What follows belongs to an exercise in optimizing a design on an open flow for small area and a short achievable clock period; a production flow would make more cautious choices. Only simulation tests tie the RTL to the original design; equivalence was not proved.

==> job 2811: inputs <==
## alu
module alu #(
    parameter DATA_WIDTH = 32,
    parameter INST_WIDTH = 4
)(
    input                   i_clk,
    input                   i_rst_n,
    input  [DATA_WIDTH-1:0] i_data_a,
    input  [DATA_WIDTH-1:0] i_data_b,
    input  [INST_WIDTH-1:0] i_inst,
    input                   i_valid,
    output [DATA_WIDTH-1:0] o_data,
    output                  o_overflow,
    output                  o_valid
);
==> module alu, before the edit <==
module alu #(
    parameter DATA_WIDTH = 32,
    parameter INST_WIDTH = 4
)(
    input                   i_clk,
    input                   i_rst_n,
    input  [DATA_WIDTH-1:0] i_data_a,
    input  [DATA_WIDTH-1:0] i_data_b,
    input  [INST_WIDTH-1:0] i_inst,
    input                   i_valid,
    output [DATA_WIDTH-1:0] o_data,
    output                  o_overflow,
    output                  o_valid
);
reg [31:0] o_data_r;
reg        o_overflow_r;
reg        o_valid_r;
assign o_data     = o_data_r;
assign o_overflow = o_overflow_r;
assign o_valid    = o_valid_r;
wire [31:0] a = i_data_a;
wire [31:0] b = i_data_b;
wire [3:0]  op = i_inst;
wire sub = (op == 4'd1) | (op == 4'd3) | (op == 4'd4) | (op == 4'd6) |
           (op == 4'd8) | (op == 4'd9);
wire [31:0] bx = b ^ {32{sub}};
wire [32:0] s = {1'b0, a} + {1'b0, bx} + {32'd0, sub};
wire c32 = s[32];
wire c31 = a[31] ^ bx[31] ^ s[31];
wire v_add = c31 ^ c32;
wire lt_u = ~c32;
wire lt_s = a[31] ^ b[31] ^ lt_u;
wire [32:0] p = {1'b0, a} * {1'b0, b};
wire sgn = ~op[2];                        
wire [31:0] xa = a ^ {32{sgn & a[31]}};
wire [31:0] xb = b ^ {32{sgn & b[31]}};
reg  [31:0] ta, tb;                       
integer i;
always @(*) begin
    ta[31] = xa[31];
    tb[31] = xb[31];
    for (i = 30; i >= 0; i = i - 1) begin
        ta[i] = ta[i+1] | xa[i];
        tb[i] = tb[i+1] | xb[i];
    end
end
reg ge32, ge31;                           
always @(*) begin
    ge32 = 1'b0;
    ge31 = 1'b0;
    for (i = 1; i <= 31; i = i + 1) begin
        ge32 = ge32 | (ta[i] & tb[32-i]);
        ge31 = ge31 | (ta[i] & tb[31-i]);
    end
    ge31 = ge31 | (ta[0] & tb[31]);
end
wire ps32 = p[32] ^ (a[31] & b[0]) ^ (b[31] & a[0]);
wire e31 = ge31 & ~ge32;
wire sneg = a[31] ^ b[31];
wire ov_smul = ge32 | (~sneg & (e31 | p[31] | ps32)) | (sneg & e31 & ~ps32);
wire ov_umul = ge32 | p[32];
reg [31:0] d_w;
reg        ov_w;
always @(*) begin
    d_w = 32'd0;
    ov_w = 1'b0;
    case (op)
        4'd0: begin d_w = s[31:0]; ov_w = v_add; end
        4'd1: begin d_w = s[31:0]; ov_w = v_add; end
        4'd2: begin d_w = p[31:0]; ov_w = ov_smul; end
        4'd3: d_w = lt_s ? b : a;
        4'd4: d_w = lt_s ? a : b;
        4'd5: begin d_w = s[31:0]; ov_w = c32; end
        4'd6: begin d_w = s[31:0]; ov_w = lt_u; end
        4'd7: begin d_w = p[31:0]; ov_w = ov_umul; end
        4'd8: d_w = lt_u ? b : a;
        4'd9: d_w = lt_u ? a : b;
        4'd10: d_w = a & b;
        4'd11: d_w = a | b;
        4'd12: d_w = a ^ b;
        4'd13: d_w = ~a;
        4'd14: for (i = 0; i < 32; i = i + 1) d_w[i] = a[31-i];
        default: ;
    endcase
    if (!i_valid) begin
        d_w = 32'd0;
        ov_w = 1'b0;
    end
end
always @(posedge i_clk or negedge i_rst_n) begin
    if (~i_rst_n) begin
        o_data_r     <= 32'd0;
        o_overflow_r <= 1'b0;
        o_valid_r    <= 1'b0;
    end else begin
        o_data_r     <= d_w;
        o_overflow_r <= ov_w;
        o_valid_r    <= i_valid;
    end
end
endmodule
export LEC_CHECK = 0
export CAP_MARGIN = 20
export CORE_MARGIN = 2
export CORE_UTILIZATION = 45
export PLACE_DENSITY = 0.6
export SLEW_MARGIN = 20
create_clock -name core_clock -period 13.0 [get_ports {i_clk}]
run.sh (not shown) runs the stock make flow with config.mk's settings and CLKGATE_MAP_FILE= SYNTH_SCRIPT=/design/flow/synth_recipe.tcl, a recipe that flattens the netlist after the stock synthesis.
==> job 4195: changes against job 2811 <==
==> flow/design.v (replaced) <==
module alu #(
    parameter DATA_WIDTH = 32,
    parameter INST_WIDTH = 4
)(
    input                   i_clk,
    input                   i_rst_n,
    input  [DATA_WIDTH-1:0] i_data_a,
    input  [DATA_WIDTH-1:0] i_data_b,
    input  [INST_WIDTH-1:0] i_inst,
    input                   i_valid,
    output [DATA_WIDTH-1:0] o_data,
    output                  o_overflow,
    output                  o_valid
);
reg [DATA_WIDTH-1:0] o_data_w, o_data_r;
reg                  o_overflow_w, o_overflow_r;
reg                  o_valid_w, o_valid_r;
integer i;
wire signed [DATA_WIDTH-1:0] signed_data_a_w, signed_data_a_r;
wire signed [DATA_WIDTH-1:0] signed_data_b_w, signed_data_b_r;
reg signed [DATA_WIDTH-1:0] data_ext;
assign o_data = o_data_r;
assign o_overflow = o_overflow_r;
assign o_valid = o_valid_r;
assign signed_data_a_w = i_data_a;
assign signed_data_b_w = i_data_b;
always @(*) begin
    data_ext = 0;
    i = 0;
    if (i_valid) begin
        case(i_inst) 
            4'd0: begin
                o_data_w = signed_data_a_w + signed_data_b_w;
                if (signed_data_a_w[DATA_WIDTH-1] == 0 && signed_data_b_w[DATA_WIDTH-1] == 0 && o_data_w[DATA_WIDTH-1] == 1)
                    o_overflow_w = 1;
                else if(signed_data_a_w[DATA_WIDTH-1] == 1 && signed_data_b_w[DATA_WIDTH-1] == 1 && o_data_w[DATA_WIDTH-1] == 0)
                    o_overflow_w = 1;
                else
                    o_overflow_w = 0;
                o_valid_w = 1;
            end
            4'd1: begin
                o_data_w = signed_data_a_w - signed_data_b_w;
                if (signed_data_a_w[DATA_WIDTH-1] == 0 && signed_data_b_w[DATA_WIDTH-1] == 1 && o_data_w[DATA_WIDTH-1] == 1)
                    o_overflow_w = 1;
                else if(signed_data_a_w[DATA_WIDTH-1] == 1 && signed_data_b_w[DATA_WIDTH-1] == 0 && o_data_w[DATA_WIDTH-1] == 0)
                    o_overflow_w = 1;
                else
                    o_overflow_w = 0;
                o_valid_w = 1;
            end
            4'd2: begin
                {data_ext, o_data_w} = signed_data_a_w * signed_data_b_w;
                o_overflow_w = {data_ext, o_data_w[DATA_WIDTH-1]} == 0? 0: data_ext == -1? 0:1;
                o_valid_w = 1;
            end
            4'd3: begin
                o_overflow_w = 0;
                o_data_w = signed_data_a_w > signed_data_b_w? signed_data_a_w : signed_data_b_w;
                o_valid_w = 1;
            end
            4'd4: begin
                o_overflow_w = 0;
                o_data_w = signed_data_a_w < signed_data_b_w? signed_data_a_w : signed_data_b_w;
                o_valid_w = 1;
            end
            4'd5: begin 
                {o_overflow_w, o_data_w} = i_data_a + i_data_b;
                o_valid_w = 1;
            end
            4'd6: begin
                {o_overflow_w, o_data_w} = i_data_a - i_data_b;
                o_valid_w = 1;
            end
            4'd7: begin
                {data_ext, o_data_w} = i_data_a * i_data_b;
                o_overflow_w = data_ext == 0? 0 : 1;
                o_valid_w = 1;
            end
            4'd8: begin
                o_overflow_w = 0;
                o_data_w = i_data_a > i_data_b? i_data_a:i_data_b;
                o_valid_w = 1;
            end
            4'd9: begin
                o_overflow_w = 0;
                o_data_w = i_data_a < i_data_b? i_data_a:i_data_b;
                o_valid_w = 1;
            end
            4'd10: begin
                o_overflow_w = 0;
                o_data_w = i_data_a & i_data_b;
                o_valid_w = 1;
            end
            4'd11: begin
                o_overflow_w = 0;
                o_data_w = i_data_a | i_data_b;
                o_valid_w = 1;
            end
            4'd12: begin
                o_overflow_w = 0;
                o_data_w = i_data_a ^ i_data_b;
                o_valid_w = 1;
            end
            4'd13: begin
                o_overflow_w = 0;
                o_data_w = ~i_data_a;
                o_valid_w = 1;
            end
            4'd14: begin
                o_overflow_w = 0;
                for(i = 0; i < DATA_WIDTH; i = i + 1) begin
                    o_data_w[i] = i_data_a[DATA_WIDTH-1-i];
                end
                o_valid_w = 1;
            end
        default: begin
            o_valid_w = 1;
            o_data_w = 0;
            o_overflow_w = 0;
        end
    endcase
    end else begin
        o_valid_w = 0;
        o_data_w = 0;
        o_overflow_w = 0;
    end
end
always @(posedge i_clk or negedge i_rst_n) begin
    if (~i_rst_n) begin
        o_data_r <= 0;
        o_overflow_r <= 0;
        o_valid_r <= 0;
    end else begin
        o_data_r <= o_data_w;
        o_overflow_r <= o_overflow_w;
        o_valid_r <= o_valid_w;
    end
end
endmodule
==> run summary <==
item                                                          job 2811       job 4195
Synth Area in Compound Gates                                    12.78%         9.977%
Post-synthesis xor/xnor area fraction                           5.937%         2.003%
Chip Height                                              234.5 microns  362.2 microns
Proportion of cell area occupied by multi-input gates           76.98%         80.33%
Multi-input gate area                                    0.02002 sq mm  0.04956 sq mm
Worst Path Arrival                                            11.39 ns       12.94 ns
Post-Synthesis Cell Area                                 0.02390 sq mm  0.05772 sq mm
Synth unique cells                                                  79             88
Count of buffer and inverter cells on the critical path              7             11
GPL Wtd Cong                                                     1.032          1.097
Critical Path Max Stage Delay                                  1.22 ns        0.74 ns
M1 wire length                                           41750 microns  84980 microns
Via count of the first global-routing pass                       22620          52090
Post-Route Hold Slack                                         2.306 ns       2.424 ns
Die Area                                                 0.05497 sq mm   0.1312 sq mm
Number of antenna diodes                                             2              3
Number of instances in the synthesized netlist                    3017           6613
Share of post-route cells with drive strength above 1           4.657%         4.631%
Total nets after synthesis                                        3746           8642
Run status                                    timing/DRC/antenna clean  timing/DRC/antenna clean

-- separate check: timing with driven ports --
In the flow no input, the clock included, has a driving cell. The finished layouts below were timed again as built, in two steps.
Step 1 (the two cells are an assumption about what drives the block):
set clk [get_ports {i_clk}]
set_driving_cell -lib_cell sky130_fd_sc_hd__clkbuf_16 $clk
set_driving_cell -lib_cell sky130_fd_sc_hd__buf_2 [delete_from_list [all_inputs] $clk]
Step 2 also shifts input and output timing later by t, the mid clock arrival at the registers, as if the neighbouring blocks saw the same clock.
Slacks: ideal / step 1 / step 2; pairs: ideal / step 1.
run | t (ns) | slack for setup (ns) | worst setup path at the end | slew at the worst register clock pin (ns)
job 2811 | 0.362 | 1.782 / 1.812 / 1.449 | input to register | 0.08 / 0.08
job 4195 | 0.361 | 0.270 / 0.274 / -0.087 | input to register | 0.08 / 0.08
Met with ideal ports but missed after step 2: setup timing in job 4195. For job 4195, which loses most, drivers alone change the setup slack by +0.004 ns; drivers and shift together by -0.357 ns.
